Context: an optimization exercise on an open-source flow, tuned for small area and a short achievable clock period. The choices shown serve that exercise and are no tape-out recipe. Where RTL was checked, it was by simulation tests only, not by an equivalence proof against the original. Only the layout flow was run in run 1; the RTL was not checked for function there. Power is estimated from default activity; no workload was simulated.

==> flow/design.v, too long to show whole: its modules and the start of the top module <==
// module Decoder_Unit: 18 lines
// module ARITHMETIC_UNIT: 1447 lines
// module LOGIC_UNIT: 67 lines
// module CMP_UNIT: 26 lines
// module SHIFT_UNIT: 67 lines
// module ALU_TOP: 68 lines
module ALU_TOP
#(parameter WIDTH = 16)
(
  input wire [WIDTH - 1 : 0]A, B,
  input wire [3 : 0]ALU_FUN,
  input wire CLK, RST,
  output wire [2*WIDTH - 1 : 0]Arith_OUT,
  output wire Carry_OUT,
  output wire Arith_Flag,
  output wire [WIDTH - 1 : 0]Logic_OUT,
  output wire Logic_Flag,
  output wire [1:0]CMP_OUT,
  output wire CMP_Flag,
  output wire [WIDTH - 1 : 0]SHIFT_OUT,
  output wire SHIFT_Flag
);
  // ...
==> flow/flow/run.sh <==
#!/bin/bash
# Layout flow: the standard synthesis and layout, with the resizer's setup
# margin raised so that repair_timing shortens the longest (divider) paths even
# though the clock period is met. Constraints (constraint.sdc) are unchanged.
set -uo pipefail
MARGIN=62
bash standard.sh synth > synth.log 2>&1 || exit 1
bash standard.sh SETUP_SLACK_MARGIN=$MARGIN finish > layout.log 2>&1 || exit 1
==> flow/standard.sh <==
#!/bin/bash
# synth_recipe.tcl (not shown) runs the flow's synth.tcl, then flattens the netlist and writes it again
# the make line also repeats each setting of config.mk as NAME=value (left out here)
make -C /OpenROAD-flow-scripts/flow DESIGN_CONFIG=/design/flow/config.mk WORK_HOME=/design/flow/orfs CLKGATE_MAP_FILE= SYNTH_SCRIPT=/design/flow/synth_recipe.tcl "${@:-finish}"
==> flow/config.mk <==
export PLATFORM = sky130hd
export DESIGN_NAME = ALU_TOP
export DESIGN_NICKNAME = ALU_TOP
export VERILOG_FILES = /design/flow/design.v
export SDC_FILE = /design/flow/constraint.sdc
export NUM_CORES = 4
export LEC_CHECK = 0
export ABC_AREA = 1
export CAP_MARGIN = 20
export CORE_MARGIN = 2
export CORE_UTILIZATION = 40
export SLEW_MARGIN = 20
==> flow/constraint.sdc <==
create_clock -name core_clock -period 110.0 [get_ports {CLK}]
set_input_delay 22.0000 -clock core_clock [delete_from_list [all_inputs] [get_ports {CLK}]]
set_output_delay 22.0000 -clock core_clock [all_outputs]
set_load 0.01 [all_outputs]
==> impl_metrics.toml, run 1 <==
[pwr]
p_clk_frac = 0.074
clock_power_uw = 30.6
power_switching_share = 0.519
comb_power_share = 0.852

[clock_network]
cts_sinks = 70
cts_resized = 309

[drt]
wirelength_um = 68100
maxUsedRoutingLayer = "met5"
vias = 17429

[final_layout]
clkCellAreaFrac = 0.0134
final_common_cell = "inv_1"
multiInputGateArea_mm2 = 0.0146
final_area_mm2 = 0.0224
syn_to_final_growth_pct = 30.2

[synth]
syn_inst = 2192
synth_common_cells = "inv_1 (314), nand2_1 (278), xor2_1 (208), ha_1 (166), fa_1 (157)"
synth-async-reset-ratio = 1.00
synth_top_family_by_area = "adder cells"
yosysWarningCount = 5

[worst_setup_path]
startpoint = "A[15]"
path_max_fanout = 14

[timing]
worst_pin_slew_ns = 1.06
setup-tns-final_ns = 0
max_freq_mhz = 20.7

[global_route]
grtUsageTotal = 0.303
top_usage_layer = "met2"

[floorplanning]
rows = 75

[place]
dp.cells = 2759
pre_cts_slack_ns = 55.28

[run_status]
status = "finished clean"
==> run 2, diff against run 1 <==
--- a/flow/design.v
+++ b/flow/design.v
@@ -518,17 +518,61 @@
 assign prod[29] = mx[29] ^ my[29] ^ mc[29];
 assign mc[30] = (mx[29] & my[29]) | (mx[29] & mc[29]) | (my[29] & mc[29]);
 assign prod[30] = mx[30] ^ my[30] ^ mc[30];
 assign mc[31] = (mx[30] & my[30]) | (mx[30] & mc[30]) | (my[30] & mc[30]);
 assign prod[31] = mx[31] ^ my[31] ^ mc[31];
 assign mc[32] = (mx[31] & my[31]) | (mx[31] & mc[31]) | (my[31] & mc[31]);
 wire sa = A[15];
 wire sb = B[15];
-wire [15:0] ua = sa ? (~A + 16'd1) : A;
+wire aor1_1 = A[1] | A[0];
+wire aor1_3 = A[3] | A[2];
+wire aor1_5 = A[5] | A[4];
+wire aor1_7 = A[7] | A[6];
+wire aor1_9 = A[9] | A[8];
+wire aor1_11 = A[11] | A[10];
+wire aor1_13 = A[13] | A[12];
+wire aor2_2 = A[2] | aor1_1;
+wire aor2_3 = aor1_3 | aor1_1;
+wire aor2_6 = A[6] | aor1_5;
+wire aor2_7 = aor1_7 | aor1_5;
+wire aor2_10 = A[10] | aor1_9;
+wire aor2_11 = aor1_11 | aor1_9;
+wire aor2_14 = A[14] | aor1_13;
+wire aor3_4 = A[4] | aor2_3;
+wire aor3_5 = aor1_5 | aor2_3;
+wire aor3_6 = aor2_6 | aor2_3;
+wire aor3_7 = aor2_7 | aor2_3;
+wire aor3_12 = A[12] | aor2_11;
+wire aor3_13 = aor1_13 | aor2_11;
+wire aor3_14 = aor2_14 | aor2_11;
+wire aor4_8 = A[8] | aor3_7;
+wire aor4_9 = aor1_9 | aor3_7;
+wire aor4_10 = aor2_10 | aor3_7;
+wire aor4_11 = aor2_11 | aor3_7;
+wire aor4_12 = aor3_12 | aor3_7;
+wire aor4_13 = aor3_13 | aor3_7;
+wire aor4_14 = aor3_14 | aor3_7;
+wire [15:0] ua;
+assign ua[0] = A[0];
+assign ua[1] = A[1] ^ (sa & A[0]);
+assign ua[2] = A[2] ^ (sa & aor1_1);
+assign ua[3] = A[3] ^ (sa & aor2_2);
+assign ua[4] = A[4] ^ (sa & aor2_3);
+assign ua[5] = A[5] ^ (sa & aor3_4);
+assign ua[6] = A[6] ^ (sa & aor3_5);
+assign ua[7] = A[7] ^ (sa & aor3_6);
+assign ua[8] = A[8] ^ (sa & aor3_7);
+assign ua[9] = A[9] ^ (sa & aor4_8);
+assign ua[10] = A[10] ^ (sa & aor4_9);
+assign ua[11] = A[11] ^ (sa & aor4_10);
+assign ua[12] = A[12] ^ (sa & aor4_11);
+assign ua[13] = A[13] ^ (sa & aor4_12);
+assign ua[14] = A[14] ^ (sa & aor4_13);
+assign ua[15] = A[15] ^ (sa & aor4_14);
 wire [15:0] y = B ^ {16{~sb}};    
 wire cin = ~sb;
 wire [15:0] q;
 wire [15:0] r16 = ua;
 wire hz15 = sb ? ((&B[15:1]) & (|B[0:0])) : ~(|B[15:1]);
 wire rw15_p0 = r16[15] ^ y[0];
 wire rw15_g0 = (r16[15] & y[0]) | (rw15_p0 & cin);
 wire rw15_s0 = rw15_p0 ^ cin;
@@ -1436,17 +1480,60 @@
 wire rw0_s13 = rw0_p13 ^ rw0_G4_12;
 wire rw0_s14 = rw0_p14 ^ rw0_G4_13;
 wire rw0_s15 = rw0_p15 ^ rw0_G4_14;
 wire [15:0] d0 = {rw0_s15, rw0_s14, rw0_s13, rw0_s12, rw0_s11, rw0_s10, rw0_s9, rw0_s8, rw0_s7, rw0_s6, rw0_s5, rw0_s4, rw0_s3, rw0_s2, rw0_s1, rw0_s0};
 wire co0 = rw0_G4_15;
 assign q[0] = hz0 & co0;
 wire [15:0] r0 = q[0] ? d0[15:0] : r1;
 wire bz = ~|B;
-wire [16:0] quo = (sa ^ sb) ? (~{1'b0, q} + 17'd1) : {1'b0, q};
+wire qor1_1 = q[3] | q[2];
+wire qor1_3 = q[5] | q[4];
+wire qor1_5 = q[7] | q[6];
+wire qor1_7 = q[9] | q[8];
+wire qor1_9 = q[11] | q[10];
+wire qor1_11 = q[13] | q[12];
+wire qor1_13 = q[15] | q[14];
+wire qor2_2 = q[4] | qor1_1;
+wire qor2_3 = qor1_3 | qor1_1;
+wire qor2_6 = q[8] | qor1_5;
+wire qor2_7 = qor1_7 | qor1_5;
+wire qor2_10 = q[12] | qor1_9;
+wire qor2_11 = qor1_11 | qor1_9;
+wire qor3_4 = q[6] | qor2_3;
+wire qor3_5 = qor1_5 | qor2_3;
+wire qor3_6 = qor2_6 | qor2_3;
+wire qor3_7 = qor2_7 | qor2_3;
+wire qor3_12 = q[14] | qor2_11;
+wire qor3_13 = qor1_13 | qor2_11;
+wire qor4_8 = q[10] | qor3_7;
+wire qor4_9 = qor1_9 | qor3_7;
+wire qor4_10 = qor2_10 | qor3_7;
+wire qor4_11 = qor2_11 | qor3_7;
+wire qor4_12 = qor3_12 | qor3_7;
+wire qor4_13 = qor3_13 | qor3_7;
+wire qneg = sa ^ sb;
+wire [16:0] quo;
+assign quo[0] = q[0];
+assign quo[1] = q[1] ^ (qneg & q[0]);
+assign quo[2] = q[2] ^ (qneg & (q[1] | q[0]));
+assign quo[3] = q[3] ^ (qneg & (q[2] | q[1] | q[0]));
+assign quo[4] = q[4] ^ (qneg & (qor1_1 | q[1] | q[0]));
+assign quo[5] = q[5] ^ (qneg & (qor2_2 | q[1] | q[0]));
+assign quo[6] = q[6] ^ (qneg & (qor2_3 | q[1] | q[0]));
+assign quo[7] = q[7] ^ (qneg & (qor3_4 | q[1] | q[0]));
+assign quo[8] = q[8] ^ (qneg & (qor3_5 | q[1] | q[0]));
+assign quo[9] = q[9] ^ (qneg & (qor3_6 | q[1] | q[0]));
+assign quo[10] = q[10] ^ (qneg & (qor3_7 | q[1] | q[0]));
+assign quo[11] = q[11] ^ (qneg & (qor4_8 | q[1] | q[0]));
+assign quo[12] = q[12] ^ (qneg & (qor4_9 | q[1] | q[0]));
+assign quo[13] = q[13] ^ (qneg & (qor4_10 | q[1] | q[0]));
+assign quo[14] = q[14] ^ (qneg & (qor4_11 | q[1] | q[0]));
+assign quo[15] = q[15] ^ (qneg & (qor4_12 | q[1] | q[0]));
+assign quo[16] = 1'b0 ^ (qneg & (qor4_13 | q[1] | q[0]));
 wire sub = ALU_FUN[0] | CMP_Enable;
 wire [16:0] as = {A[15], A} + ({B[15], B} ^ {17{sub}}) + {16'd0, sub};
 assign Diff = as;
 wire [31:0] res = ALU_FUN[1] ? (ALU_FUN[0] ? ({{15{quo[16]}}, quo} & {32{~bz}}) : prod)
                             : {{15{as[16]}}, as};
 always @(posedge CLK or negedge RST)
 begin
   if (!RST)
==> flow/run.sh (new file) <==
#!/bin/bash
# synth_recipe.tcl (not shown) runs the flow's synth.tcl, then flattens the netlist and writes it again
# the make line also repeats each setting of config.mk as NAME=value (left out here)
make -C /OpenROAD-flow-scripts/flow DESIGN_CONFIG=/design/flow/config.mk WORK_HOME=/design/flow/orfs CLKGATE_MAP_FILE= SYNTH_SCRIPT=/design/flow/synth_recipe.tcl finish
removed: flow/flow/run.sh
removed: flow/standard.sh
==> run 2 against run 1 <==
Core utilization fell by 8.6 points. Via count fell by 8.4%. Sequential share of layout area rose by 1.3 points. Critical path type unchanged. Area after synthesis rose by 1.5%. Die area rose by 1.5%. Highest routed layer is now met4. Largest cell class unchanged. Non-clock buffer count fell by 241. First-iteration DRC count fell by 11%. Flip-flop and latch count did not move. Hold slack got worse by 0.024 ns. Critical endpoint is now arth_unit.Arith_OUT[18]$_DFF_PN0_.
==> impl_metrics.toml, run 2 <==
[worst_hold_path]
hp-class = "in -> async"

[synth]
synth_nets = 2608
yosysMostFrequentCell = "nand2_1"
synth-async-reset-ratio = 1.00
synth_area_leaders = "fa_1 (18%), ha_1 (12%), xor2_1 (10%)"
yosys.area.top_type_share = 0.180
yosysTopAreaCell = "fa_1"
synth_edf_count = 0
ys_seq_area_frac = 0.101
yosysWarningCount = 5
synth-seq-cells = 70
synth_common_cells = "nand2_1 (339), inv_1 (324), xor2_1 (205), ha_1 (164), fa_1 (157)"
syn_inst = 2249
ys.flop_type = "dfrtp_1"
synth_area_mm2 = 0.0174
ys_types = 68
synth_area_per_cell_um2 = 7.75

[final_layout]
fill_cells = 4329
postLayoutCoreUtil = 0.445
final_cells = 2878
syn_to_final_growth_pct = 9.96
layout_common_cells = "nand2_1 (339), inv_1 (323), xor2_1 (204)"
drive_above_1_share = 0.110
largest_register = "arth_unit.Arith_OUT"
top_regs = "arth_unit.Arith_OUT (32), logic_unit.Logic_OUT (16), shft_unit.SHIFT_OUT (16)"
largest_reg_flops = 32
diodes = 0
final_nets = 2647
final_common_cell = "nand2_1"

[clock_network]
clock_path_buffers = 2
cts_htree_levels = 3
cts_buffers = 9
postCtsSetupBuffers = 0
cts_resized = 0
cts_sinks = 70
hold_buffers = 0
cts_root_buf = "clkbuf_16"
tritoncts = "built"
clk_pin_slew_ns = 0.06

[drt]
drtIter0Drc = 1630
first_pass_iters = 6
wire_per_inst_um = 20.7
wirelength_um = 59600
vias_per_cell = 5.55
vias = 15962
antenna_left = 0
drc = 0

[pwr]
powerDensity_mw_per_mm2 = 18.2
leakage_uw = 0.00958
max-vdd-ir-drop_mv = 0.0315

[global_route]
antenna_found_initial = 0
grt_max_degree = 71
grt_pass1_wl_um = 92200
overflow = 0
grtUsageTotal = 0.267
grt_pass1_vias = 16106

[floorplanning]
rows = 76
core-area_mm2 = 0.0431
ioPinCount = 109
chipWidth_um = 213
start_util = 0.404
die-area_mm2 = 0.0452
chipHeight_um = 213

[timing]
setup_slack_ns = 56.33
hold_slack_ns = 21.78
maxSlewViolCount = 0
maxSlewHeadroom = 0.293
rsz0062_at_grt = "false"
worst_pin_slew_ns = 1.06
max_freq_mhz = 18.6
period_needed_ns = 53.67
finalCritPeriodShare = 0.488
hold_violations = 0
setup_viol = 0
setup-tns-final_ns = 0

[worst_setup_path]
crit_slowest_cell = "a211oi_4"
critPathKind = "in -> reg"
critPathLaunchType = "input pin"
cp.required_ns = 110.23
critPathCaptureType = "flip-flop"
arrival_ns = 53.90
path_common_cell = "nand2_1"
path_max_fanout = 29
slowest_delay_ns = 0.67

[place]
pre_cts_slack_ns = 56.17
dp_hpwl_um = 44700
place_congestion = 0.952
portBuffers = 108
dp.cells = 2862

[run_status]
status = "finished clean"

[run]
cap_viol_max_count = 0
==> run 2: where the power goes <==
part	internal, uW	switching, uW	total, uW
sequential	29.2	1.62	30.9
combinational	114	173	287
clock	18.7	12.1	30.8
total	162	187	349
==> run 2: cell families after synthesis <==
family	synth area share
mux	0.00115
xor+xnor	0.125
fa+ha+maj	0.298
simple gates	0.185
compound gates	0.172
flops	0.101
buf+inv	0.119
==> run 2: area by class of cell <==
cell class	instances	area [um2]	area share
clock buffer	11	253	0.0132
timing repair buffer	152	1400	0.0733
inverter	354	1350	0.0703
multi-input combinational	1701	13600	0.711
tap	585	732	0.0382
clock inverter	5	57.6	0.00300
sequential	70	1750	0.0914
==> run 2: per-stage QoR <==
stage          instance area (um2)  total power, uW
2_1_floorplan                17400              228
3_3_place_gp                 18800              315
3_5_place_dp                 18800              317
4_1_cts                      19200              351
5_1_grt                      19200              390
6_report                     19200              349
==> run 2: worst max-delay path by stage <==
stage | startpoint | end | slack, ns | cells past startpoint
floorplan | B[15] | arth_unit.Arith_OUT[21]$_DFF_PN0_ | 61.33 | 198
global placement | B[3] | arth_unit.Arith_OUT[20]$_DFF_PN0_ | 57.33 | 200
detailed placement | B[3] | arth_unit.Arith_OUT[18]$_DFF_PN0_ | 56.17 | 201
CTS | B[3] | arth_unit.Arith_OUT[18]$_DFF_PN0_ | 56.53 | 201
global route | B[3] | arth_unit.Arith_OUT[31]$_DFF_PN0_ | 53.01 | 201
finish | B[3] | arth_unit.Arith_OUT[18]$_DFF_PN0_ | 56.33 | 201
==> run 2: layer usage <==
metal | vias up | track usage | part of all wire
met1 | 7650 | 0.369 | 0.44
met2 | 753 | 0.411 | 0.44
li1 | 7409 | - | -
met3 | 150 | 0.0485 | 0.084
met4 | 0 | 0.108 | 0.042
met5 | - | 0 | 0
==> run 2: worst max-delay path: cells and delay by family <==
kind | cells | cell delay (ns)
buf+inv | 31 | 4.88
fa+ha+maj | 19 | 6.95
mux | 1 | 0.25
simple gates | 95 | 10.32
xor+xnor | 9 | 1.56
compound gates | 46 | 7.74

==> what the ideal ports hide <==
Ports are ideal in the flow. The routed layouts listed here were re-timed in OpenROAD.
Step 1, drivers: a clkbuf_16 drives CLK and a buf_2 each remaining input, both assumed.
Step 2, shift: input delay + t, output delay - t, t = (earliest + latest rising clock arrival at the registers) / 2. This alone moves slack from input paths to output paths.
Slacks: no drivers / after step 1 / after step 2; pairs: no drivers / after step 1.
run | t (ns) | setup slack, ns | worst setup path at the end | clock arrival spread, ns | pins driven straight from the clock port
run 1 | 0.413 | 61.697 / 61.692 / 61.278 | input to register | 0.015 / 0.015 | 1
run 2 | 0.406 | 56.330 / 56.355 / 55.949 | input to register | 0.008 / 0.008 | 1
After both steps setup and hold are still met in every run listed. The setup slack of run 1, which loses most, moves by -0.005 ns with the drivers and by -0.419 ns with both steps.
